What follows belongs to an exercise in optimizing a design on an open flow for small area, a short achievable clock period and few clock cycles; a production flow would make more cautious choices. At most, simulation tests tie the RTL to the original design; equivalence was not proved. Only the layout flow was run in runs 1 and 7; the RTL was not checked for function there.

`flow/config.mk`:
```
export PLATFORM = sky130hd
export DESIGN_NAME = top
export DESIGN_NICKNAME = top
export VERILOG_FILES = /design/flow/design.v
export SDC_FILE = /design/flow/constraint.sdc
export NUM_CORES = 4
export LEC_CHECK = 0
export CAP_MARGIN = 20
export CORE_MARGIN = 2
export CORE_UTILIZATION = 40
export PLACE_DENSITY = 0.6
export SLEW_MARGIN = 20
```
`flow/constraint.sdc`:
```
create_clock -name core_clock -period 10.0 [get_ports {clk}]
set_input_delay 2.0000 -clock core_clock [delete_from_list [all_inputs] [get_ports {clk}]]
set_output_delay 2.0000 -clock core_clock [all_outputs]
set_load 0.01 [all_outputs]
```
`flow/design.v`:
```
module regfile (
    input  logic        clk,
    input  logic [4:0]  ra1,
    input  logic [4:0]  ra2,
    input  logic        we,      
    input  logic        byp,     
    input  logic [4:0]  wa,
    input  logic [31:0] wd,
    output logic [31:0] rd1,
    output logic [31:0] rd2,
    output logic [31:0] a0
);
logic [31:0] rf [1:31];
always_ff @(posedge clk)
    if (we) rf[wa] <= wd;
always_comb begin
    if (ra1 == 5'd0)           rd1 = '0;
    else if (byp && wa == ra1) rd1 = wd;
    else                       rd1 = rf[ra1];
    if (ra2 == 5'd0)           rd2 = '0;
    else if (byp && wa == ra2) rd2 = wd;
    else                       rd2 = rf[ra2];
end
assign a0 = rf[10];
endmodule
module top(
    input   logic           clk,
    input   logic           rst,
    output  logic [31:0]    imem_addr,
    input   logic [31:0]    imem_rdata,
    output  logic           dmem_req,
    output  logic [31:0]    dmem_addr,
    input   logic [31:0]    dmem_rdata,
    input   logic           dmem_ready,
    output  logic           dmem_we,
    output  logic [31:0]    dmem_waddr,
    output  logic [31:0]    dmem_wdata,
    output  logic [31:0]    a0
);
localparam logic [23:0] DREGION = 24'h000100;
function automatic logic [32:0] add32(input logic [31:0] a, input logic [31:0] b, input logic ci);
    logic [31:0] g, p, gg, pp;
    g = a & b;
    p = a ^ b;
    gg = g;
    pp = p;
    gg[0] = g[0] | (p[0] & ci);
    for (int d = 1; d < 32; d = d * 2)
        for (int i = 31; i >= d; i--) begin
            gg[i] = gg[i] | (pp[i] & gg[i - d]);
            pp[i] = pp[i] & pp[i - d];
        end
    add32 = {gg[31], p ^ {gg[30:0], ci}};
endfunction
logic        stallM;             
logic        stallD;             
logic        redirE;             
logic [31:0] tgtE;
logic        redirD;             
logic [31:0] tgtD;
logic [31:0] pcF;
wire  [31:0] pcSeq = stallD ? pcF : redirD ? tgtD : pcF + 32'd4;
always_ff @(posedge clk or posedge rst)
    if (rst)
        pcF <= '0;
    else if (!stallM)
        pcF <= redirE ? tgtE : pcSeq;
assign imem_addr = pcF;
logic        vD;
logic [31:0] instrD;
always_ff @(posedge clk or posedge rst)
    if (rst)
        vD <= 1'b0;
    else if (!stallM) begin
        if (redirE || redirD) vD <= 1'b0;
        else if (!stallD)     vD <= 1'b1;
    end
always_ff @(posedge clk)
    if (!stallM && !stallD) begin
        instrD <= imem_rdata;
    end
wire [4:0] opc = instrD[6:2];
wire [2:0] f3D = instrD[14:12];
wire [4:0] rs1 = instrD[19:15];
wire [4:0] rs2 = instrD[24:20];
wire [4:0] rdD = instrD[11:7];
wire isLoad   = opc == 5'b00000;
wire isStore  = opc == 5'b01000;
wire isOpImm  = opc == 5'b00100;
wire isOp     = opc == 5'b01100;
wire isLui    = opc == 5'b01101;
wire isAuipc  = opc == 5'b00101;
wire isJal    = opc == 5'b11011;
wire isJalr   = opc == 5'b11001;
wire isBranch = opc == 5'b11000;
wire usesRs1 = isLoad | isStore | isOpImm | isOp | isJalr | isBranch;
wire usesRs2 = isOp | isStore | isBranch;
wire wrD     = vD & (isLoad | isOpImm | isOp | isLui | isAuipc | isJal | isJalr) & (rdD != 5'd0);
wire [31:0] immI = {{20{instrD[31]}}, instrD[31:20]};
wire [31:0] immS = {{20{instrD[31]}}, instrD[31:25], instrD[11:7]};
wire [31:0] immB = {{20{instrD[31]}}, instrD[7], instrD[30:25], instrD[11:8], 1'b0};
wire [31:0] immU = {instrD[31:12], 12'b0};
wire [31:0] immJ = {{12{instrD[31]}}, instrD[19:12], instrD[20], instrD[30:21], 1'b0};
wire [31:0] tgtImm = isBranch ? immB : isJal ? immJ : immU;
wire [31:0] csaS = ~(pcF ^ tgtImm ^ 32'h3);
wire [31:0] csaC = (pcF & tgtImm) | ((pcF | tgtImm) & 32'hFFFF_FFFC);
wire [32:0] tgtSum = add32(csaS, {csaC[30:0], 1'b0}, 1'b0);
assign tgtD = tgtSum[31:0];
wire [31:0] pcD4 = pcF;
wire predD = isJal | (isBranch & instrD[31]);
logic        wrE, ldE, stE, brE, jrE, predE;
logic [4:0]  rdE;
logic        wrM, ldM, stM;
logic [4:0]  rdM;
logic [31:0] resM, resultM;
assign stallD = vD & ldE & (((rdE == rs1) & usesRs1) | ((rdE == rs2) & usesRs2));
assign redirD = vD & predD & !stallD;
logic [31:0] rf1, rf2;
regfile rf (
    .clk (clk),
    .ra1 (rs1),
    .ra2 (rs2),
    .we  (wrM & !stallM),
    .byp (wrM),
    .wa  (rdM),
    .wd  (resultM),
    .rd1 (rf1),
    .rd2 (rf2),
    .a0  (a0)
);
wire [31:0] opBD  = (isOp | isBranch) ? rf2 : isStore ? immS : immI;
wire [31:0] auxD  = isStore ? rf2 :
                    isLui   ? immU :
                    (isJal | isJalr | (isBranch & predD)) ? pcD4 :
                    tgtD;                
wire aluOp  = isOp | isOpImm;
wire selAdd = (aluOp & f3D == 3'b000) | isLoad | isStore;
wire selSlt = aluOp & f3D == 3'b010;
wire selSltu= aluOp & f3D == 3'b011;
wire selXor = aluOp & f3D == 3'b100;
wire selOr  = aluOp & f3D == 3'b110;
wire selAnd = aluOp & f3D == 3'b111;
wire selSll = aluOp & f3D == 3'b001;
wire selSr  = aluOp & f3D == 3'b101;
wire selAux = isLui | isAuipc | isJal | isJalr;
wire subD   = (isOp & f3D == 3'b000 & instrD[30]) | selSlt | selSltu | isBranch;
wire sraD   = instrD[30];
wire fAM = wrE & (rdE == rs1);
wire fBM = (isOp | isBranch) & wrE & (rdE == rs2);
wire fSM = isStore & wrE & (rdE == rs2);
logic [31:0] opA, opB, aux;
logic [2:0]  f3E;
logic        sAdd, sSlt, sSltu, sXor, sOr, sAnd, sSll, sSr, sAux, subE, sraE;
logic        eAM, eBM, eSM;
wire killE = !vD | stallD | redirE;
always_ff @(posedge clk or posedge rst)
    if (rst) begin
        wrE <= 1'b0; ldE <= 1'b0; stE <= 1'b0; brE <= 1'b0; jrE <= 1'b0;
    end else if (!stallM) begin
        wrE <= wrD & !killE;
        ldE <= isLoad & !killE;
        stE <= isStore & !killE;
        brE <= isBranch & !killE;
        jrE <= isJalr & !killE;
    end
always_ff @(posedge clk)
    if (!stallM) begin
        predE <= predD;
        rdE   <= rdD;
        f3E   <= f3D;
        opA   <= rf1;
        opB   <= opBD;
        aux   <= auxD;
        sAdd <= selAdd; sSlt <= selSlt; sSltu <= selSltu; sXor <= selXor;
        sOr  <= selOr;  sAnd <= selAnd; sSll  <= selSll;  sSr  <= selSr;
        sAux <= selAux; subE <= subD;   sraE  <= sraD;
        eAM <= fAM; eBM <= fBM; eSM <= fSM;
    end
wire [31:0] A  = eAM ? resM : opA;
wire [31:0] Bf = eBM ? resM : opB;
wire [31:0] B  = Bf;
wire [31:0] stdE = eSM ? resM : aux;    
wire [32:0] sumc = add32(A, subE ? ~B : B, subE);
wire [31:0] sum  = sumc[31:0];
wire eq  = (A == B);
wire ltu = !sumc[32];
wire lt  = (A[31] ^ B[31]) ? A[31] : sum[31];
logic taken;
always_comb
    case (f3E)
        3'b000:  taken = eq;
        3'b001:  taken = !eq;
        3'b100:  taken = lt;
        3'b101:  taken = !lt;
        3'b110:  taken = ltu;
        3'b111:  taken = !ltu;
        default: taken = 1'b0;
    endcase
assign redirE = (brE & (taken ^ predE)) | jrE;
assign tgtE   = jrE ? {sum[31:1], 1'b0} : aux;
logic [31:0] shIn, shRev, shOut;
always_comb
    for (int i = 0; i < 32; i++) shRev[i] = A[31 - i];
assign shIn = sSll ? shRev : A;
wire         shFill = sraE & A[31] & !sSll;
wire [63:0]  shWide = {{32{shFill}}, shIn} >> B[4:0];
logic [31:0] shL;
always_comb
    for (int i = 0; i < 32; i++) shL[i] = shWide[31 - i];
assign shOut = sSll ? shL : shWide[31:0];
wire [31:0] resE = ({32{sAdd}}  & sum)
                 | ({32{sSlt}}  & {31'd0, lt})
                 | ({32{sSltu}} & {31'd0, ltu})
                 | ({32{sXor}}  & (A ^ B))
                 | ({32{sOr}}   & (A | B))
                 | ({32{sAnd}}  & (A & B))
                 | ({32{sSll | sSr}} & shOut)
                 | ({32{sAux}}  & aux);
logic [31:0] cdata [8];
logic [2:0]  ctag  [8];
logic [7:0]  cvalid, cdirty;
logic        cwrite;
logic [31:0] merged;
logic        wdirty;
wire  [2:0]  idxM = resM[4:2];
wire [2:0] idxE = sum[4:2];
wire       byp  = cwrite & (idxM == idxE);
wire [31:0] lnDataE  = byp ? merged    : cdata[idxE];
wire [2:0]  lnTagE   = byp ? resM[7:5] : ctag[idxE];
wire        lnValidE = byp | cvalid[idxE];
wire        lnDirtyE = byp ? wdirty    : cdirty[idxE];
wire        lnVDE    = lnValidE & lnDirtyE;
wire        hitE     = lnValidE & (lnTagE == sum[7:5]);
logic [31:0] stdM;
logic [2:0]  f3M;
logic [31:0] lnData;
logic [2:0]  lnTag;
logic        lnVD, cacheHit;
always_ff @(posedge clk or posedge rst)
    if (rst) begin
        wrM <= 1'b0; ldM <= 1'b0; stM <= 1'b0;
    end else if (!stallM) begin
        wrM <= wrE; ldM <= ldE; stM <= stE;
    end
always_ff @(posedge clk)
    if (!stallM) begin
        resM     <= resE;
        stdM     <= stdE;
        rdM      <= rdE;
        f3M      <= f3E;
        lnData   <= lnDataE;
        lnTag    <= lnTagE;
        lnVD     <= lnVDE;
        cacheHit <= hitE;
    end
logic        reqR, weR, ownPF;
logic [29:0] addrR;
logic        pbValid, pfPend;
logic [5:0]  pbAddr, pfAddr;
logic [31:0] pbData;
wire memop   = ldM | stM;
wire inRegM  = resM[31:8] == DREGION;
wire pbHit   = ldM & pbValid & (pbAddr == resM[7:2]);
wire noFetch = stM & (f3M[1:0] == 2'b10) & !cacheHit & !lnVD;
wire needMem = memop & !cacheHit & !pbHit & !noFetch;
wire demGo   = reqR & !ownPF;                           
wire pfJoin  = ldM & reqR & ownPF & (addrR[5:0] == resM[7:2]);
wire done    = !needMem | ((demGo | pfJoin) & dmem_ready);
assign stallM     = memop & !done;
assign dmem_req   = reqR;
assign dmem_addr  = {addrR, 2'b00};
assign dmem_we    = weR;
assign dmem_waddr = {DREGION, lnTag, idxM, 2'b00};
assign dmem_wdata = lnData;
wire [31:0] word = cacheHit ? lnData : pbHit ? pbData : dmem_rdata;
wire [1:0] bo = resM[1:0];
always_comb begin
    merged = word;
    if (stM) case (f3M[1:0])
        2'b00: merged[8*bo +: 8] = stdM[7:0];
        2'b01: merged[16*bo[1] +: 16] = stdM[15:0];
        default: merged = stdM;
    endcase
end
assign cwrite = memop & inRegM & !stallM & (stM | (!cacheHit & !pbHit & !pfJoin));
assign wdirty = stM | (cacheHit & lnVD);
always_ff @(posedge clk or posedge rst)
    if (rst) begin
        cvalid <= '0;
        cdirty <= '0;
    end else if (cwrite) begin
        cvalid[idxM] <= 1'b1;
        cdirty[idxM] <= wdirty;
    end
always_ff @(posedge clk)
    if (cwrite) begin
        cdata[idxM] <= merged;
        ctag[idxM]  <= resM[7:5];
    end
wire       cont    = reqR & !dmem_ready;                
wire       pfDone  = reqR & ownPF & dmem_ready;
wire       wbPb    = demGo & dmem_ready & weR & ({lnTag, idxM} == pbAddr);
wire       pbValidN = pfDone | (pbValid & !wbPb);
wire [5:0] pbAddrN  = pfDone ? addrR[5:0] : pbAddr;
wire       trigger = ldM & !stallM & !cacheHit;
wire       pfPendN = trigger | pfPend;
wire [5:0] pfAddrN = trigger ? resM[7:2] + 6'd1 : pfAddr;
wire pbHitE   = ldE & pbValidN & (pbAddrN == sum[7:2]);
wire noFetchE = stE & (f3E[1:0] == 2'b10) & !hitE & !lnVDE;
wire needE    = (ldE | stE) & !hitE & !pbHitE & !noFetchE;
wire nNeed    = stallM ? needMem : needE;
wire [29:0] nAddr = stallM ? resM[31:2] : sum[31:2];
wire nWe      = stallM ? lnVD : lnVDE;
wire issuePF  = !cont & !nNeed & pfPendN;
always_ff @(posedge clk or posedge rst)
    if (rst) begin
        reqR    <= 1'b0;
        weR     <= 1'b0;
        ownPF   <= 1'b0;
        pbValid <= 1'b0;
        pfPend  <= 1'b0;
    end else begin
        if (!cont) begin
            reqR  <= nNeed | pfPendN;
            weR   <= nNeed & nWe;
            ownPF <= !nNeed;
        end
        pfPend  <= pfPendN & !issuePF;
        pbValid <= pbValidN;
    end
always_ff @(posedge clk) begin
    if (!cont)
        addrR <= nNeed ? nAddr : {DREGION, pfAddrN};
    pfAddr <= pfAddrN;
    if (pfDone) begin
        pbData <= dmem_rdata;
        pbAddr <= addrR[5:0];
    end
end
logic [31:0] ldv;
always_comb begin
    logic [15:0] h;
    logic [7:0]  b;
    h = bo[1] ? word[31:16] : word[15:0];
    b = bo[0] ? h[15:8] : h[7:0];
    case (f3M)
        3'b000:  ldv = {{24{b[7]}}, b};
        3'b001:  ldv = {{16{h[15]}}, h};
        3'b100:  ldv = {24'd0, b};
        3'b101:  ldv = {16'd0, h};
        default: ldv = word;
    endcase
end
assign resultM = ldM ? ldv : resM;
endmodule
```
`flow/flow/run.sh`:
```
#!/bin/bash
set -euo pipefail
bash standard.sh SETUP_SLACK_MARGIN=6 finish > standard.log 2>&1
```
`flow/standard.sh`:
```
#!/bin/bash
# synth_recipe.tcl (not shown) runs the flow's synth.tcl, then flattens the netlist and writes it again
# the make line also repeats each setting of config.mk as NAME=value (left out here)
make -C /OpenROAD-flow-scripts/flow DESIGN_CONFIG=/design/flow/config.mk WORK_HOME=/design/flow/orfs CLKGATE_MAP_FILE= SYNTH_SCRIPT=/design/flow/synth_recipe.tcl "${@:-finish}"
```
==> results.yml, run 1 <==
finish:
  drive_gt1_share_pct: 35.47
  final_nets: 6927
  instances_no_fill: 9700
  nFillCells: 17738
  final_area_sq_um: 110600
  finalCoreUtilization_pct: 50.88
  syn2layout_area_growth_pct: 26.27
synth:
  synth_fa_ha_area_share_pct: 2.389
  syn_avg_cell_area_sq_um: 14.68
  synth_area_leaders: "edfxtp_1 55%, mux4_2 17%, mux2i_1 3.7%"
  yosysTopAreaCellShare_pct: 54.55
  synth_cell_types: 98
  seq_area_frac_synth_pct: 56.73
  synth_ff_type: "edfxtp_1"
  synth_mux_area_share_pct: 21.65
  netlist.top_cell.by_area: "edfxtp_1"
  synthXorXnorAreaFrac_pct: 1.644
  synthSimpleGateAreaFrac_pct: 5.464
  ys_warn_count: 2
  yosysMostFrequentCell: "edfxtp_1"
  synth-seq-cells: 1671
  syn-instance-count: 5965
  synth_compound_area_share_pct: 9.102
  synth.cell_area_sq_um: 87580
  async_flop_share_pct: 3.710
  synth_top_family_by_area: "multiplexers"
  synth_commonest_cells: "1591 x edfxtp_1, 667 x mux4_2, 414 x nand2_1"
  synth_enable_flop_cells: 1591
timing:
  skew_ps: 81.22
  hold_viol_final: 0
  fin_crit_ps: 4617
  finalCritPeriodShare_pct: 46.17
  rsz0062_at_grt: "yes"
  setup_ws_ps: 5383
  worstMarginPinSlew_ps: 1092
  tns_ps: 0
  hold_ws_ps: 472.3
  slew_violations: 0
  fmax_mhz: 216.6
  setup_violations: 0
  relSlewSlack_pct: 27.11
worst_setup_path:
  worstPathBufferInverterCount: 7
  critical-path-top-delay-family: "buffers and inverters"
  critPathLaunch: "resM[22]"
  path_class: "reg2reg"
  arrival_ps: 5360
  path_cells: "mux2i_4, buf_4, ha_1, nor4_2, nand4_1, buf_4, nor2_2, buf_4, o211a_1, o31a_1, nand3_2, nor3_4, buf_6, nor3_4, buf_6, buf_6, buf_16, a211oi_4, o31ai_4"
  cp-start-kind: "register"
  worst-r2r-setup-slack_ps: 5380
  slowest_stage: "edfxtp_1"
  crit_required_ps: 10740
  endpoint_kind: "register"
  reg2reg_to: "pcF[10]"
  endpoint: "pcF[10]"
  timing.rr.start: "resM[22]"
  path_depth: 19
  critPathMaxFanout: 8
  reg2reg_depth: 19
  cpPeakStageDelay_ps: 990
placed_design:
  io_buffers: 198
  gp_congestion: 1.014
  dp_hpwl_microns: 201900
  post-place-ws_ps: 3350
  dpl_cell_area_sq_um: 93770
  place_inst: 8803
cts:
  cts_hold_buf: 0
  cts_tree: "done"
  clock-sinks: 1671
  cts.reportedPaths.clkPinSlew_ps: 60
  cts_root_buf: "clkbuf_16"
  numCtsBuffers: 178
  cts.path.max_buffers: 3
  clock_latency_ps: 870
  h-tree-depth: 4
routing:
  wire_per_inst_microns: 34.66
  remaining_drc_errors: 0
  totalWireLength_microns: 336200
  num_vias: 62904
  vias_per_cell: 6.485
  first_iter_violations: 8449
  ant_nets: 0
  first_pass_iters: 6
die:
  die_x_microns: 471.9
  initial_core_util_pct: 40.29
  die_area_sq_um: 222700
  row_count: 171
  pin_count: 229
  coreArea_sq_um: 217400
  die_height_microns: 471.9
status:
  outcome: "finished clean"
grt:
  grt_pass1_vias: 60145
  antenna_found_initial: 19
  grt_max_degree: 124
  grt_pass1_wl_microns: 463800
  grt_usage_pct: 29.28
  overflow: 0
job:
  cap_violations: 0
min_path:
  hold_path.class: "reg2reg"
-- layout make-up --
| class | count | area, sq um | area share (%) |
|---|---|---|---|
| Sequential cell | 1671 | 49740 | 44.97 |
| Multi-Input combinational cell | 3689 | 40600 | 36.71 |
| Timing Repair Buffer | 935 | 10080 | 9.111 |
| Clock buffer | 224 | 4691 | 4.241 |
| Tap cell | 2854 | 3571 | 3.229 |
| Clock inverter | 98 | 1015 | 0.9175 |
| Inverter | 213 | 840.8 | 0.7603 |
| Timing Repair inverter | 6 | 42.54 | 0.03847 |
| Antenna cell | 10 | 25.02 | 0.02263 |
-- cell families (layout without fill, tap and decap cells) --
kind of cell,after synthesis,after routing
xor+xnor,162,162
fa+ha+maj,166,166
compound gates,1173,1192
mux,1051,1052
buf+inv,662,1476
flops,1671,1671
simple gates,1078,1089
other cells,2,38
-- timing repair --
action,in CTS,in global routing
resized for setup,829,369
buffers inserted,374,116
endpoints found under the setup margin,2905,750
gates cloned,64,11
pin swaps,234,201
-- state kept, by name, indices dropped and copies added, names as in the netlist, 3 cells and up, named ones only --
name	count
pfAddr	6
cvalid	8
cdata	256
opB	32
f3E	3
f3M	3
lnData	32
rf.rf	992
cdirty	8
instrD	30
ctag	24
pbAddr	6
resM	32
rdE	5
stdM	32
aux	32
opA	32
lnTag	3
pbData	32
addrR	30
pcF	32
rdM	5
-- metal layers --
metal / global-route usage, % / part of all wire, % / up-vias
met5: 0 / 0.029 / -
met4: 14.19 / 6.2 / 16
met1: 38.39 / 37 / 32509
met3: 7.626 / 11 / 953
li1: - / - / 25436
met2: 45.35 / 45 / 3990
-- worst reg2reg max path, stage by stage, from the launching register on --
cell	delay, ps
edfxtp_1	990
mux2i_4	280
buf_4	240
ha_1	320
nor4_2	280
nand4_1	130
buf_4	190
nor2_2	130
buf_4	120
o211a_1	140
o31a_1	210
nand3_2	120
nor3_4	230
buf_6	160
nor3_4	60
buf_6	120
buf_6	120
buf_16	140
a211oi_4	400
o31ai_4	120
-- cells in the final DEF, fill, tap and decap left out, types with 38 or more instances in the layout --
cell type        count
xor2_1              39
clkdlybuf4s50_1    190
mux2i_4             47
ha_1               112
nand2_1            379
a21oi_1            190
buf_6              115
ha_4                42
mux2i_1            256
buf_12              89
o21ai_0            143
edfxtp_1          1591
a21o_1              47
mux4_2             667
o21a_1              64
nand3_1             59
xnor2_1             73
a22o_1              46
o211ai_1            73
nor2_1             287
clkinv_1            38
a211oi_1            57
clkbuf_1            43
buf_4              472
mux2_2              60
a22oi_1             53
nor2_4              46
clkbuf_16          186
inv_1              182
-- how the worst min path moves through the flow --
stage,slack (ps),end,startpoint,cells after the start
2_1_floorplan,440,cvalid[3],cvalid[3],1
3_3_place_gp,450,pfAddr[1],pfAddr[1],1
3_5_place_dp,460,pfAddr[0],pfAddr[0],1
4_1_cts,480,pfAddr[1],pfAddr[1],1
5_1_grt,510,pfAddr[1],pfAddr[1],1
6_report,470,pfAddr[1],pfAddr[1],1
==> inputs of run 2 (changes only) <==
--- a/flow/design.v
+++ b/flow/design.v
@@ -115,2 +115,3 @@
 logic [31:0] resM, resultM;
+logic [31:0] fwdM;           
 assign stallD = vD & ldE & (((rdE == rs1) & usesRs1) | ((rdE == rs2) & usesRs2));
@@ -178,6 +179,6 @@
     end
-wire [31:0] A  = eAM ? resM : opA;
-wire [31:0] Bf = eBM ? resM : opB;
+wire [31:0] A  = eAM ? fwdM : opA;
+wire [31:0] Bf = eBM ? fwdM : opB;
 wire [31:0] B  = Bf;
-wire [31:0] stdE = eSM ? resM : aux;    
+wire [31:0] stdE = eSM ? fwdM : aux;    
 wire [32:0] sumc = add32(A, subE ? ~B : B, subE);
@@ -247,2 +248,3 @@
         resM     <= resE;
+        if (wrE) fwdM <= resE;
         stdM     <= stdE;
@@ -310,2 +312,3 @@
 wire needE    = (ldE | stE) & !hitE & !pbHitE & !noFetchE;
+wire nMemop   = stallM | ldE | stE;
 wire nNeed    = stallM ? needMem : needE;
@@ -313,3 +316,3 @@
 wire nWe      = stallM ? lnVD : lnVDE;
-wire issuePF  = !cont & !nNeed & pfPendN;
+wire issuePF  = !cont & !nMemop & pfPendN;
 always_ff @(posedge clk or posedge rst)
@@ -323,5 +326,5 @@
         if (!cont) begin
-            reqR  <= nNeed | pfPendN;
+            reqR  <= nNeed | issuePF;
             weR   <= nNeed & nWe;
-            ownPF <= !nNeed;
+            ownPF <= !nMemop;
         end
@@ -332,3 +335,3 @@
     if (!cont)
-        addrR <= nNeed ? nAddr : {DREGION, pfAddrN};
+        addrR <= nMemop ? nAddr : {DREGION, pfAddrN};
     pfAddr <= pfAddrN;
==> results.yml, run 2 <==
status:
  outcome: "finished clean"
min_path:
  whs_path_depth: 1
  whs_endpoint: "cvalid[5]"
  hp-start: "cvalid[5]"
  hold_path.class: "reg2reg"
placed_design:
  dp_hpwl_microns: 203500
  gp_congestion: 0.9918
  post-place-ws_ps: 2944
  io_buffers: 198
  dpl_cell_area_sq_um: 94470
grt:
  grt_max_degree: 127
  overflow: 0
  grt_pass1_vias: 59310
  antenna_found_initial: 19
  grt_usage_pct: 28.94
  grt_pass1_wl_microns: 458700
timing:
  hold_viol_final: 0
  tns_ps: 0
  fmax_mhz: 220.1
  setup_ws_ps: 5456
  hold_ws_ps: 467.2
  rsz0062_at_grt: "yes"
  skew_ps: 62.22
  setup_violations: 0
  finalCritPeriodShare_pct: 45.44
  relSlewSlack_pct: 23.75
  slew_violations: 0
  worstMarginPinSlew_ps: 1136
  fin_crit_ps: 4544
routing:
  totalWireLength_microns: 331600
  first_iter_violations: 8517
  wl_met3_microns: 33940
  met2WireLength_microns: 149900
  remaining_drc_errors: 0
  ant_nets: 0
  top_layer_used: "met5"
  first_pass_iters: 8
  vias_per_cell: 6.369
  wire_per_inst_microns: 34.40
  num_vias: 61400
  wl_met1_microns: 127400
die:
  die_height_microns: 474.0
  coreArea_sq_um: 219700
  row_count: 172
  initial_core_util_pct: 40.21
  pin_count: 229
  die_area_sq_um: 224700
  die_x_microns: 474.0
finish:
  final_common_cell: "edfxtp_1"
  final_area_sq_um: 108900
  final_nets: 6750
  top_register: "rf.rf"
  drive_gt1_share_pct: 32.17
  final_cell_mix: "1623 x edfxtp_1, 651 x mux4_2, 385 x nand2_1, 324 x buf_4, 280 x nor2_1"
  syn2layout_area_growth_pct: 23.27
  largest_reg_flops: 992
  largestRegisters: "rf.rf (992), cdata (256)"
synth:
  synth-seq-cells: 1703
  syn-instance-count: 6026
  async_flop_share_pct: 3.641
  syn_avg_cell_area_sq_um: 14.66
  synth.cell_area_sq_um: 88350
  synth_enable_flop_cells: 1623
  ys_warn_count: 2
  yosysMostFrequentCell: "edfxtp_1"
  synth_area_leaders: "edfxtp_1 55%, mux4_2 17%, mux2i_1 3.7%"
  netlist.top_cell.by_area: "edfxtp_1"
  yosysTopAreaCellShare_pct: 55.16
  synth_commonest_cells: "1623 x edfxtp_1, 651 x mux4_2, 411 x nand2_1"
  synth_ff_type: "edfxtp_1"
  seq_area_frac_synth_pct: 57.32
  synth_cell_types: 92
worst_setup_path:
  timing.rr.start: "eBM"
  arrival_ps: 5280
  crit_required_ps: 10730
  reg2reg_to: "pcF[13]"
  cp-start-kind: "register"
  path_class: "reg2reg"
  worst-r2r-setup-slack_ps: 5460
  critPathMaxFanout: 8
  endpoint_kind: "register"
  reg2reg_depth: 20
cts:
  h-tree-depth: 4
  numCtsBuffers: 185
  clock_latency_ps: 860
  cts.path.max_buffers: 3
  clock-sinks: 1703
  cts_tree: "done"
  cts.reportedPaths.clkPinSlew_ps: 60
  cts_root_buf: "clkbuf_16"
job:
  cap_violations: 0
run 2: cells by family after synthesis:
family	synth area share, %
buf+inv	3.086
fa+ha+maj	2.368
flops	57.32
simple gates	5.510
other cells	0.008500
xor+xnor	1.716
mux	21.14
compound gates	8.842
run 2: worst max path at each step:
stage	from	to	slack, ps	cells past startpoint
after global routing	eBM	pcF[13]	5320	20
after floorplan	dmem_ready	rf.rf[11][0]	5560	7
after detailed placement	eBM	pcF[6]	2940	18
after global placement	eBM	pcF[30]	3100	18
final	eBM	pcF[13]	5460	20
after CTS	eBM	pcF[13]	5610	17
run 2: metal layers:
metal,vias to the layer above,global-route usage [%]
met5,-,0
met4,14,14.98
met3,733,6.622
met2,3606,44.18
met1,31994,38.67
li1,25053,-
run 2: repair_timing:
action | CTS | global route
buffers inserted | 224 | 67
resized for setup | 777 | 253
pin swaps | 224 | 113
gates cloned | 46 | 7
hold buffers | 0 | 0
setup endpoints to repair | 2769 | 1348
run 2: critical path, stage by stage (launching register included):
cell       delay, ps
edfxtp_1         340
buf_6            170
buf_8            160
buf_16           210
buf_12           140
mux2i_4          280
xnor2_1          110
ha_2             430
nand2_1           70
o21ai_1          230
nand4_1          140
nand4_1          110
buf_6            180
o2111ai_4        170
mux2_4           330
o2111a_2         300
o41ai_4          310
buf_4            180
buf_12           120
nand2b_4         270
o221ai_2         140
run 2: area by class of cell:
cell class	instances	area (sq um)
fillers	18353	110800
clock inverters	118	1206
clock buffers	225	4885
flip-flops and latches	1703	50700
multi-input cells	3684	39420
well taps	2958	3701
repair inverters	5	41.29
repair buffers	726	8087
inverters	212	849.6
diodes	9	22.52
run 2: through the flow:
stage          std cells  util, %
5_1_grt             9633    49.56
3_3_place_gp        8944    42.99
6_report            9640    49.57
4_1_cts             9557    48.74
2_1_floorplan       6052        -
3_5_place_dp        8944    42.99
Testbench counts of run 2, summed over its fixed seeds: cycles 73,124.
==> inputs of run 3 (changes only) <==
==> flow/flow/run.sh (replaced) <==
#!/bin/bash
set -euo pipefail
bash standard.sh SETUP_SLACK_MARGIN=6.2 TNS_END_PERCENT=5 finish > standard.log 2>&1
==> results.yml, run 3 <==
status:
  outcome: "finished clean"
cts:
  cts_tree: "done"
  numCtsBuffers: 183
  clock_latency_ps: 900
  cts.path.max_buffers: 3
  cts_root_buf: "clkbuf_16"
  clock-sinks: 1703
  h-tree-depth: 4
  cts.reportedPaths.clkPinSlew_ps: 60
  cts_hold_buf: 0
placed_design:
  dpl_cell_area_sq_um: 94420
  place_inst: 8939
  gp_congestion: 1.006
  io_buffers: 198
  dp_hpwl_microns: 200700
synth:
  synth.cell_area_sq_um: 88350
  syn_avg_cell_area_sq_um: 14.66
  seq_area_frac_synth_pct: 57.32
  synth_commonest_cells: "1623 x edfxtp_1, 651 x mux4_2, 411 x nand2_1"
  yosysMostFrequentCell: "edfxtp_1"
  synth_ff_type: "edfxtp_1"
  yosysTopAreaCellShare_pct: 55.16
  ys_warn_count: 2
  synth-seq-cells: 1703
  synth_enable_flop_cells: 1623
  netlist.top_cell.by_area: "edfxtp_1"
  syn-instance-count: 6026
  synth_area_leaders: "edfxtp_1 55%, mux4_2 17%, mux2i_1 3.7%"
  synth_cell_types: 92
  async_flop_share_pct: 3.641
finish:
  final_common_cell: "edfxtp_1"
  nFillCells: 18062
  final_nets: 6849
  instances_no_fill: 9735
  drive_gt1_share_pct: 32.61
  final_cell_mix: "1623 x edfxtp_1, 651 x mux4_2, 390 x nand2_1, 358 x buf_4, 280 x nor2_1"
  largestRegisters: "rf.rf (992), cdata (256)"
  syn2layout_area_growth_pct: 24.85
  largest_reg_flops: 992
  top_register: "rf.rf"
  finalCoreUtilization_pct: 50.21
  final_area_sq_um: 110300
min_path:
  hold_path.class: "reg2reg"
  hp-start: "cvalid[4]"
worst_setup_path:
  critPathMaxFanout: 12
  reg2reg_depth: 21
  path_class: "reg2reg"
  endpoint_kind: "register"
  timing.rr.start: "eBM"
  critPathLaunch: "eBM"
  arrival_ps: 5270
  crit_required_ps: 10760
  worst-r2r-setup-slack_ps: 5490
  cp-start-kind: "register"
  reg2reg_to: "pcF[21]"
  endpoint: "pcF[21]"
timing:
  setup_violations: 0
  slew_violations: 0
  worstMarginPinSlew_ps: 1323
  skew_ps: 99.06
  fmax_mhz: 221.9
  finalCritPeriodShare_pct: 45.06
  fin_crit_ps: 4506
  relSlewSlack_pct: 11.65
  tns_ps: 0
  rsz0062_at_grt: "yes"
  hold_viol_final: 0
routing:
  vias_per_cell: 6.417
  num_vias: 62467
  ant_nets: 0
  first_iter_violations: 8921
  totalWireLength_microns: 333300
  remaining_drc_errors: 0
  wire_per_inst_microns: 34.24
  first_pass_iters: 7
grt:
  grt_pass1_wl_microns: 445500
  grt_usage_pct: 27.88
  grt_pass1_vias: 58671
  grt_max_degree: 132
  antenna_found_initial: 17
  overflow: 0
die:
  die_area_sq_um: 224700
  die_x_microns: 474.0
  die_height_microns: 474.0
  coreArea_sq_um: 219700
  initial_core_util_pct: 40.21
  row_count: 172
  pin_count: 229
job:
  cap_violations: 0
run 3: cell count changes in the layout (fill, tap and decap cells not counted), moves of 9 or more:
| cell | delta |
|---|---|
| a211o_2 | -11 |
| a211o_4 | +10 |
| a21oi_1 | -17 |
| a21oi_4 | +20 |
| buf_12 | +21 |
| buf_16 | +11 |
| buf_4 | +34 |
| buf_6 | +12 |
| clkbuf_16 | +16 |
| clkinv_1 | +9 |
| dfrtp_1 | +24 |
| dfrtp_2 | -24 |
| mux2i_2 | +10 |
| o21ai_1 | +9 |
run 3: layout make-up:
cell class	count	area, sq um	share of cell area [%]
antenna	4	10.01	0.009074
clock buffer	222	4830	4.378
clock inverter	120	1156	1.048
inverter	212	848.3	0.7690
multi-input combinational	3689	39410	35.73
sequential	1703	50670	45.93
tap	2958	3701	3.355
timing repair buffer	823	9658	8.755
timing repair inverter	4	30.03	0.02722
run 3: critical path, stage by stage (launching register included):
cell,delay [ps]
edfxtp_1,480
buf_6,180
buf_16,150
mux2i_4,210
buf_12,160
buf_4,130
buf_6,160
ha_1,350
nor4_2,170
nand4_1,130
buf_4,190
or3_4,370
a21oi_2,150
a41oi_2,50
o211a_1,300
a41oi_4,290
o41ai_4,130
buf_4,180
buf_12,130
buf_16,130
o21bai_4,160
o31ai_2,230
run 3: cells by family (layout without fill, tap and decap cells):
group           Yosys count  after routing  synth area share, %
compound gates         1184           1192                8.842
xor+xnor                171            171                1.716
mux                    1043           1043                21.14
fa+ha+maj               166            166                2.368
buf+inv                 675           1381                3.086
simple gates           1082           1089                5.510
flops                  1703           1703                57.32
other cells               2             32             0.008500
run 3: worst min path at each step:
stage | end | cells past startpoint
after global routing | cvalid[7] | 1
after detailed placement | cvalid[4] | 1
after floorplan | cvalid[6] | 1
after CTS | cvalid[4] | 1
final | cvalid[4] | 1
after global placement | cvalid[1] | 1
run 3: repair_timing:
action,4_1_cts,5_1_grt
hold endpoints to repair,0,0
pin swaps,154,181
setup buffers,187,182
setup endpoints to repair,3113,2795
resized for setup,595,495
cloned,43,38
run 3: stage by stage:
| stage | worst slack (ps) | hold slack (ps) |
|---|---|---|
| 5_1_grt | 5398 | 481.1 |
| 4_1_cts | 5636 | 466.2 |
| 2_1_floorplan | 5559 | 428.7 |
| 3_5_place_dp | 3061 | 450.6 |
| 6_report | 5494 | 464.3 |
| 3_3_place_gp | 3093 | 446.7 |
run 3: metal layers:
layer	part of all wire, %	vias up	wire, microns	global-route usage, %
li1	-	25263	-	-
met1	37	32289	122700	36.74
met2	46	4048	151700	43.36
met3	11	855	37210	5.813
met4	6.5	12	21570	14.94
met5	0.026	-	85	0
==> inputs of run 4 (changes only) <==
==> flow/flow/run.sh (replaced) <==
#!/bin/bash
set -euo pipefail
bash standard.sh SETUP_SLACK_MARGIN=5.5 "BUFFER_PORTS_ARGS=-buffer_cell sky130_fd_sc_hd__buf_4" finish > standard.log 2>&1
==> results.yml, run 4 <==
placed_design:
  gp_congestion: 1.041
  dp_hpwl_microns: 195500
  place_inst: 8938
  io_buffers: 198
die:
  die_x_microns: 474.0
  coreArea_sq_um: 219700
  die_height_microns: 474.0
  die_area_sq_um: 224700
  row_count: 172
  pin_count: 229
  initial_core_util_pct: 40.21
synth:
  netlist.top_cell.by_area: "edfxtp_1"
  yosysTopAreaCellShare_pct: 55.16
  synth_ff_type: "edfxtp_1"
  yosysMostFrequentCell: "edfxtp_1"
  syn_avg_cell_area_sq_um: 14.66
  async_flop_share_pct: 3.641
  synth_commonest_cells: "1623 x edfxtp_1, 651 x mux4_2, 411 x nand2_1"
  ys_warn_count: 2
  syn-instance-count: 6026
  synth_cell_types: 92
  synth.cell_area_sq_um: 88350
  synth_area_leaders: "edfxtp_1 55%, mux4_2 17%, mux2i_1 3.7%"
  seq_area_frac_synth_pct: 57.32
  synth-seq-cells: 1703
  synth_enable_flop_cells: 1623
status:
  outcome: "finished clean"
worst_setup_path:
  timing.rr.start: "eBM"
  endpoint_kind: "register"
  reg2reg_to: "pcF[14]"
  path_class: "reg2reg"
  crit_required_ps: 10730
  critPathMaxFanout: 7
  reg2reg_depth: 21
  cp-start-kind: "register"
  arrival_ps: 5340
  worst-r2r-setup-slack_ps: 5390
timing:
  skew_ps: 63.50
  rsz0062_at_grt: "yes"
  relSlewSlack_pct: 7.364
  slew_violations: 0
  hold_ws_ps: 462.7
  fin_crit_ps: 4608
  fmax_mhz: 217.0
  tns_ps: 0
  hold_viol_final: 0
  finalCritPeriodShare_pct: 46.08
  setup_violations: 0
  worstMarginPinSlew_ps: 1390
cts:
  cts_hold_buf: 0
  cts.path.max_buffers: 3
  h-tree-depth: 4
  clock-sinks: 1703
  clock_latency_ps: 860
  cts.reportedPaths.clkPinSlew_ps: 60
  cts_tree: "done"
  numCtsBuffers: 182
  cts_root_buf: "clkbuf_16"
grt:
  use_met3_pct: 5.868
  overflow: 0
  antenna_found_initial: 25
  use_met2_pct: 40.32
  grt_most_used_layer: "met2"
  grt_usage_pct: 26.64
  grt_pass1_wl_microns: 428500
  grt_max_degree: 107
  grt_use_met1_pct: 36.09
  grt_pass1_vias: 57771
finish:
  final_nets: 6587
  final_cell_mix: "1623 x edfxtp_1, 651 x mux4_2, 499 x buf_4, 400 x nand2_1, 287 x nor2_1"
  syn2layout_area_growth_pct: 17.87
  largestRegisters: "rf.rf (992), cdata (256)"
  instances_no_fill: 9466
  final_common_cell: "edfxtp_1"
  largest_reg_flops: 992
  drive_gt1_share_pct: 30.05
  top_register: "rf.rf"
routing:
  wire_per_inst_microns: 32.74
  ant_nets: 0
  totalWireLength_microns: 309900
  remaining_drc_errors: 0
  first_iter_violations: 9044
  num_vias: 60332
  vias_per_cell: 6.374
  first_pass_iters: 9
min_path:
  whs_endpoint: "cvalid[3]"
  hold_path.class: "reg2reg"
  hp-start: "cvalid[3]"
  whs_path_depth: 1
job:
  cap_violations: 0
## run 4: per-layer routing
| metal | vias up | share of wire, % |
|---|---|---|
| li1 | 24715 | - |
| met1 | 31052 | 38 |
| met2 | 3751 | 45 |
| met3 | 808 | 11 |
| met4 | 6 | 6.0 |
| met5 | - | 0.015 |
## run 4: worst max-delay path by stage
stage	start	endpoint	slack, ps	cells past startpoint
after floorplan	dmem_rdata[23]	rf.rf[10][13]	5320	5
after detailed placement	eBM	pcF[16]	3020	18
after CTS	eBM	addrR[12]	5500	19
after global routing	eBM	pcF[13]	5350	19
after global placement	eBM	pcF[19]	3090	18
final	eBM	pcF[14]	5390	21
## run 4: cell type report
class                   count  area (sq um)
diodes                      6         15.01
clock buffers             213          4692
clock inverters           119          1378
fillers                 18838        115600
inverters                 212         823.3
multi-input cells        3683         37760
flip-flops and latches   1703         50670
well taps                2958          3701
repair buffers            571          5102
repair inverters            1         8.758
## run 4: cell families (layout without fill, tap and decap cells)
logic type / after synthesis / count (layout) / synth area share, %
muxes: 1043 / 1043 / 21.14
xor gates and xnor gates: 171 / 171 / 1.716
DFF: 1703 / 1703 / 57.32
AOI/OAI and AO/OA: 1184 / 1188 / 8.842
adders and majority gates: 166 / 166 / 2.368
other: 2 / 34 / 0.008500
and+or+nand+nor: 1082 / 1087 / 5.510
buffers and inverters: 675 / 1116 / 3.086
## run 4: metrics by stage
step           setup WS, ps  cell area, sq um  utilization [%]
4_1_cts                5500            101700            46.30
2_1_floorplan          5321             88630                -
3_5_place_dp           3022             93910            42.74
3_3_place_gp           3092             93880            42.72
5_1_grt                5347            104100            47.39
6_report               5392            104100            47.40
## run 4: repair_timing
action                                   CTS  global route
cloned                                    11            15
endpoints found under the setup margin  2089           796
pin swaps                                 30           103
buffers inserted                          59           105
resized for setup                        218           242
## run 4: worst max-delay path, cell delays in order, from the launching register on
cell and delay (ps):
edfxtp_1 440, buf_12 190, buf_12 140, clkbuf_16 160, buf_6 120, mux2i_4 250, xnor2_1 160, ha_2 340
a21o_1 230, a2111oi_4 340, o31a_1 190, a41oi_2 50, buf_6 170, nand3_4 80, mux2i_4 270, buf_6 120
o2111a_2 310, o41ai_4 100, buf_4 190, buf_12 140, nand2b_4 230, o211ai_1 230
==> inputs of run 5 (changes only) <==
==> flow/flow/run.sh (replaced) <==
#!/bin/bash
set -euo pipefail
bash standard.sh SETUP_SLACK_MARGIN=6 "BUFFER_PORTS_ARGS=-buffer_cell sky130_fd_sc_hd__buf_4" finish > standard.log 2>&1
==> results.yml, run 5 <==
timing:
  relSlewSlack_pct: 16.12
  hold_viol_final: 0
  worstMarginPinSlew_ps: 1258
  tns_ps: 0
  hold_ws_ps: 469.5
  fin_crit_ps: 4465
  setup_violations: 0
  fmax_mhz: 224.0
  slew_violations: 0
  rsz0062_at_grt: "yes"
  skew_ps: 72.69
  finalCritPeriodShare_pct: 44.65
routing:
  vias_per_cell: 6.407
  totalWireLength_microns: 321400
  first_pass_iters: 8
  first_iter_violations: 9039
  num_vias: 61655
  wire_per_inst_microns: 33.40
  remaining_drc_errors: 0
  ant_nets: 0
worst_setup_path:
  path_class: "reg2reg"
  cp-start-kind: "register"
  path_cells: "buf_12, buf_16, buf_12, mux2i_4, ha_4, nor4_4, nand4_1, or3_1, a21oi_1, a41oi_1, o211a_1, o2111a_2, buf_4, nor2_4, buf_12, buf_4, mux2i_1, o21ai_1"
  endpoint_kind: "register"
  reg2reg_depth: 18
  crit_required_ps: 10740
  slowest_stage: "nor4_4"
  critPathMaxFanout: 8
  path_common_cell: "buf_12"
  cpPeakStageDelay_ps: 510
  arrival_ps: 5210
grt:
  grt_usage_pct: 27.81
  antenna_found_initial: 13
  grt_max_degree: 121
  overflow: 0
  grt_pass1_vias: 58636
  grt_pass1_wl_microns: 444600
synth:
  syn-instance-count: 6026
  ys_warn_count: 2
  synth_area_leaders: "edfxtp_1 55%, mux4_2 17%, mux2i_1 3.7%"
  netlist.top_cell.by_area: "edfxtp_1"
  synth.cell_area_sq_um: 88350
  syn_avg_cell_area_sq_um: 14.66
  synth_cell_types: 92
  synth_ff_type: "edfxtp_1"
  synth_enable_flop_cells: 1623
  yosysMostFrequentCell: "edfxtp_1"
  seq_area_frac_synth_pct: 57.32
  synth-seq-cells: 1703
  yosysTopAreaCellShare_pct: 55.16
  synth_commonest_cells: "1623 x edfxtp_1, 651 x mux4_2, 411 x nand2_1"
  async_flop_share_pct: 3.641
cts:
  numCtsBuffers: 186
  h-tree-depth: 4
  cts.path.max_buffers: 3
  cts_tree: "done"
  clock_latency_ps: 870
  cts_root_buf: "clkbuf_16"
  cts.reportedPaths.clkPinSlew_ps: 60
  clock-sinks: 1703
  cts_hold_buf: 0
die:
  die_height_microns: 474.0
  coreArea_sq_um: 219700
  die_x_microns: 474.0
  die_area_sq_um: 224700
  initial_core_util_pct: 40.21
  row_count: 172
  pin_count: 229
finish:
  final_common_cell: "edfxtp_1"
  largest_reg_flops: 992
  final_cell_mix: "1623 x edfxtp_1, 651 x mux4_2, 528 x buf_4, 393 x nand2_1, 282 x nor2_1"
  drive_gt1_share_pct: 33.67
  largestRegisters: "rf.rf (992), cdata (256)"
  finalCoreUtilization_pct: 48.80
  syn2layout_area_growth_pct: 21.36
  instances_no_fill: 9623
  final_nets: 6734
  top_register: "rf.rf"
min_path:
  whs_path_depth: 1
  hold_path.class: "reg2reg"
status:
  outcome: "finished clean"
placed_design:
  io_buffers: 198
  place_inst: 8934
  dp_hpwl_microns: 196500
  gp_congestion: 1.031
job:
  cap_violations: 0
run 5: cell counts after synthesis:
No cell type changed its count.
run 5: cell type report:
class                           instances  area, sq um
Antenna cell                           13        32.53
Clock buffer                          237         4951
Clock inverter                        102         1044
Fill cell                           18532       112500
Inverter                              212        853.3
Multi-Input combinational cell       3684        38790
Sequential cell                      1703        50670
Tap cell                             2958         3701
Timing Repair Buffer                  709         7151
Timing Repair inverter                  5        33.78
run 5: cells by family after synthesis:
family                   count (synthesis)  share of synthesized area [%]
AND/OR/NAND/NOR                       1082                          5.510
flip-flops                            1703                          57.32
multiplexers                          1043                          21.14
buffers and inverters                  675                          3.086
adder cells (fa/ha/maj)                166                          2.368
other                                    2                       0.008500
AO/OA/AOI/OAI                         1184                          8.842
XOR/XNOR                               171                          1.716
run 5: critical path: cells and delay by family, from the launching register on:
family,cells,cell delay [ps]
buffers and inverters,6,1000
DFF,1,430
and+or+nand+nor,4,1380
adders and majority gates,1,250
muxes,2,480
AOI/OAI and AO/OA,5,800
run 5: worst paths after layout:
check                                 end  slack, ps  startpoint
worst min-delay path            cvalid[1]        470   cvalid[1]
worst min register to register  cvalid[1]        470   cvalid[1]
max in group asynchronous             stM       7780         rst
worst max-delay path               pcF[3]       5540         eBM
worst max register to register     pcF[3]       5540         eBM
min in group asynchronous             jrE       1450         rst
run 5: timing repair:
| action | 4_1_cts | 5_1_grt |
|---|---|---|
| setup buffers | 204 | 85 |
| cloned | 38 | 8 |
| setup endpoints to repair | 2585 | 931 |
| resized for setup | 574 | 252 |
| pin swaps | 166 | 127 |
run 5: metrics by stage:
step | instance area, sq um | setup slack (ps)
2_1_floorplan | 88850 | 5559
3_3_place_gp | 93890 | 3479
3_5_place_dp | 93940 | 3404
4_1_cts | 105200 | 5624
5_1_grt | 107200 | 5452
6_report | 107200 | 5535
run 5: layer usage:
metal | wire length [microns] | global-route usage [%] | part of all wire (%)
met1 | 121600 | 37.15 | 38
met2 | 146300 | 42.82 | 46
met3 | 33440 | 5.928 | 10
met4 | 20050 | 14.42 | 6.2
met5 | 43 | 0 | 0.013
==> inputs of run 6 (changes only) <==
==> flow/flow/run.sh (replaced) <==
#!/bin/bash
set -euo pipefail
bash standard.sh SETUP_SLACK_MARGIN=5.5 finish > standard.log 2>&1
==> results.yml, run 6 <==
routing:
  totalWireLength_microns: 308900
  num_vias: 60241
  first_iter_violations: 8616
  ant_nets: 0
  vias_per_cell: 6.375
  wire_per_inst_microns: 32.69
  remaining_drc_errors: 0
  first_pass_iters: 8
synth:
  synth_cell_types: 92
  syn-instance-count: 6026
  ys_warn_count: 2
  synth_commonest_cells: "1623 x edfxtp_1, 651 x mux4_2, 411 x nand2_1"
  synth-seq-cells: 1703
  synth_ff_type: "edfxtp_1"
  synth_enable_flop_cells: 1623
  netlist.top_cell.by_area: "edfxtp_1"
  seq_area_frac_synth_pct: 57.32
  yosysTopAreaCellShare_pct: 55.16
  synth_area_leaders: "edfxtp_1 55%, mux4_2 17%, mux2i_1 3.7%"
  yosysMostFrequentCell: "edfxtp_1"
  syn_avg_cell_area_sq_um: 14.66
  async_flop_share_pct: 3.641
  synth.cell_area_sq_um: 88350
die:
  coreArea_sq_um: 219700
  die_area_sq_um: 224700
  pin_count: 229
  initial_core_util_pct: 40.21
  die_height_microns: 474.0
  die_x_microns: 474.0
  row_count: 172
worst_setup_path:
  path_class: "reg2reg"
  path_cells: "buf_6, mux2i_4, buf_12, inv_16, a2bb2oi_4, nand2_2, fa_2, nor2b_2, o31a_1, buf_12, o2111ai_4, a41oi_4, buf_4, a21oi_1, o21bai_1, a21oi_1, xnor2_1, a221o_1"
  slowest_stage: "xnor2_1"
  crit_required_ps: 10690
  arrival_ps: 5260
  cpPeakStageDelay_ps: 810
  worst-r2r-setup-slack_ps: 5430
  critPathMaxFanout: 4
  endpoint_kind: "register"
  reg2reg_depth: 18
  timing.rr.start: "eBM"
  cp-start-kind: "register"
  reg2reg_to: "resM[30]"
grt:
  grt_usage_pct: 26.65
  overflow: 0
  grt_use_met1_pct: 35.44
  grt_max_degree: 115
  grt_pass1_vias: 57660
  use_met2_pct: 40.55
  grt_pass1_wl_microns: 428700
  antenna_found_initial: 16
  grt_most_used_layer: "met2"
  use_met3_pct: 6.579
cts:
  numCtsBuffers: 184
  cts_root_buf: "clkbuf_16"
  cts_tree: "done"
  h-tree-depth: 4
  clock_latency_ps: 850
  cts.path.max_buffers: 3
  cts.reportedPaths.clkPinSlew_ps: 70
  cts_hold_buf: 0
  clock-sinks: 1703
timing:
  slew_violations: 0
  rsz0062_at_grt: "yes"
  hold_viol_final: 0
  skew_ps: 39.95
  fmax_mhz: 218.7
  worstMarginPinSlew_ps: 1215
  tns_ps: 0
  setup_violations: 0
  finalCritPeriodShare_pct: 45.72
  setup_ws_ps: 5428
  fin_crit_ps: 4572
  relSlewSlack_pct: 18.99
finish:
  final_cell_mix: "1623 x edfxtp_1, 651 x mux4_2, 404 x nand2_1, 285 x nor2_1, 268 x mux2i_1"
  top_register: "rf.rf"
  finalCoreUtilization_pct: 47.50
  syn2layout_area_growth_pct: 18.14
  final_nets: 6568
  final_common_cell: "edfxtp_1"
  largest_reg_flops: 992
  drive_gt1_share_pct: 26.31
  nFillCells: 18780
  largestRegisters: "rf.rf (992), cdata (256)"
min_path:
  hp-start: "cvalid[1]"
  whs_path_depth: 1
  hold_path.class: "reg2reg"
  whs_endpoint: "cvalid[1]"
placed_design:
  gp_congestion: 1.049
  io_buffers: 198
  post-place-ws_ps: 3275
  dp_hpwl_microns: 194600
job:
  cap_violations: 0
status:
  outcome: "finished clean"
run 6: cell counts after synthesis:
No cell type changed its count.
run 6: worst max path at each step:
stage,from,to,slack (ps),depth (start not counted)
2_1_floorplan,dmem_rdata[23],rf.rf[10][13],5320,5
4_1_cts,dmem_ready,lnData[14],5450,9
3_3_place_gp,eBM,pcF[19],3370,17
3_5_place_dp,eBM,pcF[15],3270,17
5_1_grt,instrD[4],aux[28],5320,21
6_report,eBM,resM[30],5430,18
run 6: critical path, delay by kind of cell, from the launching register on:
kind	cells	cell delay, ps
AO/OA/AOI/OAI	8	1530
buffers and inverters	5	720
adder cells (fa/ha/maj)	1	450
multiplexers	1	190
AND/OR/NAND/NOR	2	240
XOR/XNOR	1	810
flip-flops	1	470
run 6: logic make-up after synthesis:
group,synth area share (%)
flops,57.32
other cells,0.008500
buf+inv,3.086
mux,21.14
compound gates,8.842
fa+ha+maj,2.368
simple gates,5.510
xor+xnor,1.716
run 6: per-layer routing:
layer / vias to the layer above / share of wire [%]
met1: 31146 / 38
met5: - / 0.017
met2: 3642 / 45
met3: 783 / 11
li1: 24662 / -
met4: 8 / 5.8
run 6: repair_timing:
action,CTS,global route
gates resized for setup,218,206
hold endpoints to repair,0,0
gates cloned,18,10
pin swaps,39,81
endpoints found under the setup margin,1928,1263
buffers inserted,69,75
run 6: layout make-up:
type / instances / area [sq um] / share of cell area (%)
Inverter: 212 / 827.0 / 0.7924
Timing Repair Buffer: 546 / 5350 / 5.126
Timing Repair inverter: 2 / 16.27 / 0.01558
Antenna cell: 7 / 17.52 / 0.01678
Tap cell: 2958 / 3701 / 3.546
Multi-Input combinational cell: 3686 / 37540 / 35.97
Sequential cell: 1703 / 50670 / 48.54
Clock buffer: 218 / 4890 / 4.685
Clock inverter: 118 / 1363 / 1.305
run 6: per-stage QoR:
stage / cells / cell area (sq um) / hold WS, ps
floorplan: 6052 / 88630 / 428.7
finish: 9450 / 104400 / 466.1
CTS: 9358 / 102500 / 468.5
detailed placement: 8935 / 94420 / 451.3
global route: 9446 / 104400 / 476.7
global placement: 8934 / 94360 / 448.1
==> inputs of run 7 (changes only) <==
--- a/flow/design.v
+++ b/flow/design.v
@@ -5,3 +5,2 @@
     input  logic        we,      
-    input  logic        byp,     
     input  logic [4:0]  wa,
@@ -12,12 +11,13 @@
 );
-logic [31:0] rf [1:31];
+logic [31:1][31:0] rf;
 always_ff @(posedge clk)
-    if (we) rf[wa] <= wd;
+    for (int i = 1; i < 32; i++)
+        if (we && wa == i) rf[i] <= wd;
 always_comb begin
-    if (ra1 == 5'd0)           rd1 = '0;
-    else if (byp && wa == ra1) rd1 = wd;
-    else                       rd1 = rf[ra1];
-    if (ra2 == 5'd0)           rd2 = '0;
-    else if (byp && wa == ra2) rd2 = wd;
-    else                       rd2 = rf[ra2];
+    rd1 = '0;
+    rd2 = '0;
+    for (int i = 1; i < 32; i++) begin
+        rd1 = rd1 | ({32{ra1 == i}} & rf[i]);
+        rd2 = rd2 | ({32{ra2 == i}} & rf[i]);
+    end
 end
@@ -110,3 +110,4 @@
 wire predD = isJal | (isBranch & instrD[31]);
-logic        wrE, ldE, stE, brE, jrE, predE;
+logic        wrE, ldE, stE, brE, jrE;
+logic        bEq, bLt, bLtu, bInv;    
 logic [4:0]  rdE;
@@ -114,4 +115,3 @@
 logic [4:0]  rdM;
-logic [31:0] resM, resultM;
-logic [31:0] fwdM;           
+logic [31:0] resE, resM, resultM;
 assign stallD = vD & ldE & (((rdE == rs1) & usesRs1) | ((rdE == rs2) & usesRs2));
@@ -124,3 +124,2 @@
     .we  (wrM & !stallM),
-    .byp (wrM),
     .wa  (rdM),
@@ -131,4 +130,18 @@
 );
-wire [31:0] opBD  = (isOp | isBranch) ? rf2 : isStore ? immS : immI;
-wire [31:0] auxD  = isStore ? rf2 :
+wire fA   = wrE & (rdE == rs1);
+wire fB   = wrE & (rdE == rs2);
+wire bypA = wrM & (rdM == rs1);
+wire bypB = wrM & (rdM == rs2);
+wire takeB = isOp | isBranch;               
+wire [31:0] opAD = ({32{fA}}               & resE)
+                 | ({32{!fA & bypA}}       & resultM)
+                 | ({32{!fA & !bypA}}      & rf1);
+wire [31:0] opBD = ({32{takeB & fB}}       & resE)
+                 | ({32{takeB & !fB & bypB}}  & resultM)
+                 | ({32{takeB & !fB & !bypB}} & rf2)
+                 | ({32{!takeB}}           & (isStore ? immS : immI));
+wire [31:0] valB = ({32{fB}}               & resE)
+                 | ({32{!fB & bypB}}       & resultM)
+                 | ({32{!fB & !bypB}}      & rf2);
+wire [31:0] auxD  = isStore ? valB :
                     isLui   ? immU :
@@ -148,5 +161,2 @@
 wire sraD   = instrD[30];
-wire fAM = wrE & (rdE == rs1);
-wire fBM = (isOp | isBranch) & wrE & (rdE == rs2);
-wire fSM = isStore & wrE & (rdE == rs2);
 logic [31:0] opA, opB, aux;
@@ -154,3 +164,2 @@
 logic        sAdd, sSlt, sSltu, sXor, sOr, sAnd, sSll, sSr, sAux, subE, sraE;
-logic        eAM, eBM, eSM;
 wire killE = !vD | stallD | redirE;
@@ -168,6 +177,9 @@
     if (!stallM) begin
-        predE <= predD;
+        bEq  <= f3D[2:1] == 2'b00;
+        bLt  <= f3D[2:1] == 2'b10;
+        bLtu <= f3D[2:1] == 2'b11;
+        bInv <= f3D[0] ^ predD;
         rdE   <= rdD;
         f3E   <= f3D;
-        opA   <= rf1;
+        opA   <= opAD;
         opB   <= opBD;
@@ -177,8 +189,6 @@
         sAux <= selAux; subE <= subD;   sraE  <= sraD;
-        eAM <= fAM; eBM <= fBM; eSM <= fSM;
     end
-wire [31:0] A  = eAM ? fwdM : opA;
-wire [31:0] Bf = eBM ? fwdM : opB;
-wire [31:0] B  = Bf;
-wire [31:0] stdE = eSM ? fwdM : aux;    
+wire [31:0] A  = opA;
+wire [31:0] B  = opB;
+wire [31:0] stdE = aux;                 
 wire [32:0] sumc = add32(A, subE ? ~B : B, subE);
@@ -188,14 +198,4 @@
 wire lt  = (A[31] ^ B[31]) ? A[31] : sum[31];
-logic taken;
-always_comb
-    case (f3E)
-        3'b000:  taken = eq;
-        3'b001:  taken = !eq;
-        3'b100:  taken = lt;
-        3'b101:  taken = !lt;
-        3'b110:  taken = ltu;
-        3'b111:  taken = !ltu;
-        default: taken = 1'b0;
-    endcase
-assign redirE = (brE & (taken ^ predE)) | jrE;
+wire cond = (bEq & eq) | (bLt & lt) | (bLtu & ltu);
+assign redirE = (brE & (cond ^ bInv)) | jrE;
 assign tgtE   = jrE ? {sum[31:1], 1'b0} : aux;
@@ -211,3 +211,3 @@
 assign shOut = sSll ? shL : shWide[31:0];
-wire [31:0] resE = ({32{sAdd}}  & sum)
+assign resE = ({32{sAdd}}  & sum)
                  | ({32{sSlt}}  & {31'd0, lt})
@@ -238,3 +238,3 @@
 logic [2:0]  lnTag;
-logic        lnVD, cacheHit;
+logic        lnVD, cacheHit, pbHit;
 always_ff @(posedge clk or posedge rst)
@@ -248,3 +248,2 @@
         resM     <= resE;
-        if (wrE) fwdM <= resE;
         stdM     <= stdE;
@@ -264,3 +263,2 @@
 wire inRegM  = resM[31:8] == DREGION;
-wire pbHit   = ldM & pbValid & (pbAddr == resM[7:2]);
 wire noFetch = stM & (f3M[1:0] == 2'b10) & !cacheHit & !lnVD;
@@ -312,2 +310,4 @@
 wire needE    = (ldE | stE) & !hitE & !pbHitE & !noFetchE;
+always_ff @(posedge clk)
+    if (!stallM) pbHit <= pbHitE;
 wire nMemop   = stallM | ldE | stE;
==> flow/flow/run.sh (replaced) <==
#!/bin/bash
set -euo pipefail
bash standard.sh SETUP_SLACK_MARGIN=5.5 "BUFFER_PORTS_ARGS=-buffer_cell sky130_fd_sc_hd__buf_4" finish > standard.log 2>&1
==> results.yml, run 7 <==
die:
  die_area_sq_um: 206100
  die_x_microns: 454.0
  pin_count: 229
  initial_core_util_pct: 40.15
  row_count: 165
  coreArea_sq_um: 201700
  die_height_microns: 454.0
timing:
  hold_viol_final: 0
  worstMarginPinSlew_ps: 1434
  setup_ws_ps: 5315
  tns_ps: 0
  fin_crit_ps: 4685
  fmax_mhz: 213.5
  relSlewSlack_pct: 3.648
  setup_violations: 0
  skew_ps: 61.61
  slew_violations: 0
  finalCritPeriodShare_pct: 46.85
  rsz0062_at_grt: "yes"
cts:
  numCtsBuffers: 173
  clock_latency_ps: 870
  clock-sinks: 1667
  cts_root_buf: "clkbuf_16"
  cts_hold_buf: 0
  cts.reportedPaths.clkPinSlew_ps: 70
  h-tree-depth: 4
  cts_tree: "done"
  cts.path.max_buffers: 3
synth:
  yosysMostFrequentCell: "edfxtp_1"
  yosysTopAreaCellShare_pct: 59.03
  ys_warn_count: 2
  synth_enable_flop_cells: 1592
  synth.cell_area_sq_um: 80980
  synth-seq-cells: 1667
  synth_cell_types: 87
  synth_area_leaders: "edfxtp_1 59%, a22oi_1 6.2%, mux4_2 3.0%"
  synth_ff_type: "edfxtp_1"
  synth_commonest_cells: "1592 x edfxtp_1, 671 x a22oi_1, 471 x nand2_1"
  netlist.top_cell.by_area: "edfxtp_1"
  syn_avg_cell_area_sq_um: 12.83
  seq_area_frac_synth_pct: 61.27
  syn-instance-count: 6312
  async_flop_share_pct: 3.719
routing:
  totalWireLength_microns: 373400
  wire_per_inst_microns: 39.59
  remaining_drc_errors: 0
  first_iter_violations: 13892
  first_pass_iters: 13
  vias_per_cell: 7.073
  num_vias: 66697
  ant_nets: 0
worst_setup_path:
  cpPeakStageDelay_ps: 830
  cp-start-kind: "register"
  critical-path-top-delay-family: "simple AND/OR/NAND/NOR gates"
  arrival_ps: 5230
  path_class: "reg2reg"
  path_cells: "nand3b_1, nor2_4, buf_4, a22o_1, a221oi_1, nand4_1, nor3_1, nand2_1, o211ai_1, o21ai_0"
  endpoint_kind: "register"
  critPathMaxFanout: 24
  slowest_stage: "edfxtp_1"
  crit_required_ps: 10540
  worstPathBufferInverterCount: 1
placed_design:
  io_buffers: 198
  post-place-ws_ps: 3948
  gp_congestion: 1.002
  dpl_cell_area_sq_um: 86740
  dp_hpwl_microns: 223800
grt:
  grt_max_degree: 163
  grt_most_used_layer: "met2"
  overflow: 0
  use_met2_pct: 49.96
  antenna_found_initial: 24
  grt_use_met1_pct: 43.59
  grt_pass1_vias: 61233
  use_met3_pct: 13.92
  grt_usage_pct: 34.74
  grt_pass1_wl_microns: 496900
job:
  cap_violations: 0
finish:
  nFillCells: 17754
  largest_reg_flops: 992
  largestRegisters: "rf.rf (992), cdata (256)"
  top_register: "rf.rf"
  final_area_sq_um: 94870
  drive_gt1_share_pct: 19.77
  syn2layout_area_growth_pct: 17.15
  final_nets: 6835
  final_common_cell: "edfxtp_1"
  final_cell_mix: "1592 x edfxtp_1, 669 x a22oi_1, 521 x buf_4, 464 x nand2_1, 241 x o21ai_0"
status:
  outcome: "finished clean"
min_path:
  hold_path.class: "reg2reg"
run 7: cell count changes after synthesis, sizes merged, moves of 65 or more:
cell    change
nand4     +108
a22o      +119
mux4      -542
mux2i     -188
nor3       +65
a221oi    +136
a211oi    -107
a21oi     -103
a22oi     +627
run 7: logic make-up (layout without fill, tap and decap cells):
logic type                 Yosys count  count (layout)  synth area share, %
muxes                              323             323                5.795
AOI/OAI and AO/OA                 1910            1911                17.06
other                                2              38             0.009273
DFF                               1667            1667                61.27
buffers and inverters              710            1119                3.642
adders and majority gates          166             166                2.583
xor gates and xnor gates           163             163                1.763
and+or+nand+nor                   1371            1371                7.881
run 7: per-stage QoR:
step                hold slack [ps]  std cells  util (%)
floorplan                     400.3       6338         -
global placement              410.0       8971     42.98
detailed placement            412.0       8973     43.00
CTS                           426.6       9347     46.39
global route                  429.0       9421     47.02
finish                        430.4       9430     47.04
run 7: path summary, 6_finish.rpt:
| kind | startpoint | to | slack, ps | depth (start not counted) |
|---|---|---|---|---|
| min in group asynchronous | rst | pcF[6] | 1050 | 2 |
| max in group asynchronous | rst | jrE | 7780 | 3 |
| hold reg to reg | f3E[2] | f3M[2] | 430 | 0 |
| hold / removal | f3E[2] | f3M[2] | 430 | 0 |
| setup / recovery | instrD[17] | opA[7] | 5320 | 10 |
| setup reg to reg | instrD[17] | opA[7] | 5320 | 10 |
run 7: timing repair:
action / CTS / global route
pin swaps: 41 / 69
gates cloned: 10 / 8
gates resized for setup: 128 / 133
endpoints found under the setup margin: 244 / 143
setup buffers: 43 / 65
run 7: per-layer routing:
metal / vias to the layer above / share of wire (%)
met4: 30 / 8.1
met1: 32691 / 35
met3: 1825 / 16
li1: 25651 / -
met2: 6500 / 41
met5: - / 0.11
run 7: area by class of cell:
type | count | area, sq um | area share, %
clock inverters | 109 | 1315 | 1.386
repair inverters | 7 | 35.03 | 0.03693
diodes | 10 | 25.02 | 0.02638
clock buffers | 212 | 4538 | 4.784
inverters | 228 | 903.4 | 0.9522
flip-flops and latches | 1667 | 49620 | 52.30
multi-input cells | 3962 | 30400 | 32.04
well taps | 2672 | 3343 | 3.524
repair buffers | 563 | 4690 | 4.943

afterwards: timing with drivers on the ports:
The results above use ideal ports. As a check the final layouts listed here were re-extracted and re-timed, cells and wires unchanged. Step 1 sets driving cells, clkbuf_16 on the clock port and buf_2 on the other inputs (assumed; they add their load-dependent delay and slew). Step 2 adds t to the input delays and takes it off the output delays; t is the mean of the earliest and latest rising clock arrival at the registers after step 1. Input paths then give back, and output paths get back, about the clock's delay inside the block. a / b / c = ideal / step 1 / step 2; a / b = the first two.
run	t, ns	slack for setup (ns)	worst setup path at the end	clock arrival spread, ns	worst register clock-pin slew, ns
run 1	0.921	5.383 / 5.383 / 4.965	input to register	0.082 / 0.082	0.07 / 0.07
run 2	0.916	5.456 / 5.456 / 4.910	input to register	0.074 / 0.074	0.07 / 0.07
run 3	0.943	5.494 / 5.494 / 4.833	input to register	0.099 / 0.100	0.07 / 0.07
run 4	0.919	5.392 / 5.392 / 4.758	input to register	0.065 / 0.065	0.07 / 0.07
run 5	0.928	5.535 / 5.535 / 5.110	input to register	0.073 / 0.073	0.07 / 0.07
run 6	0.930	5.428 / 5.428 / 4.631	input to register	0.042 / 0.042	0.08 / 0.08
run 7	0.921	5.315 / 5.315 / 4.612	input to register	0.063 / 0.063	0.07 / 0.07
After both steps setup and hold are still met in every run listed. For run 6, which loses most, drivers alone change the setup slack by 0.000 ns; drivers and shift together by -0.797 ns.
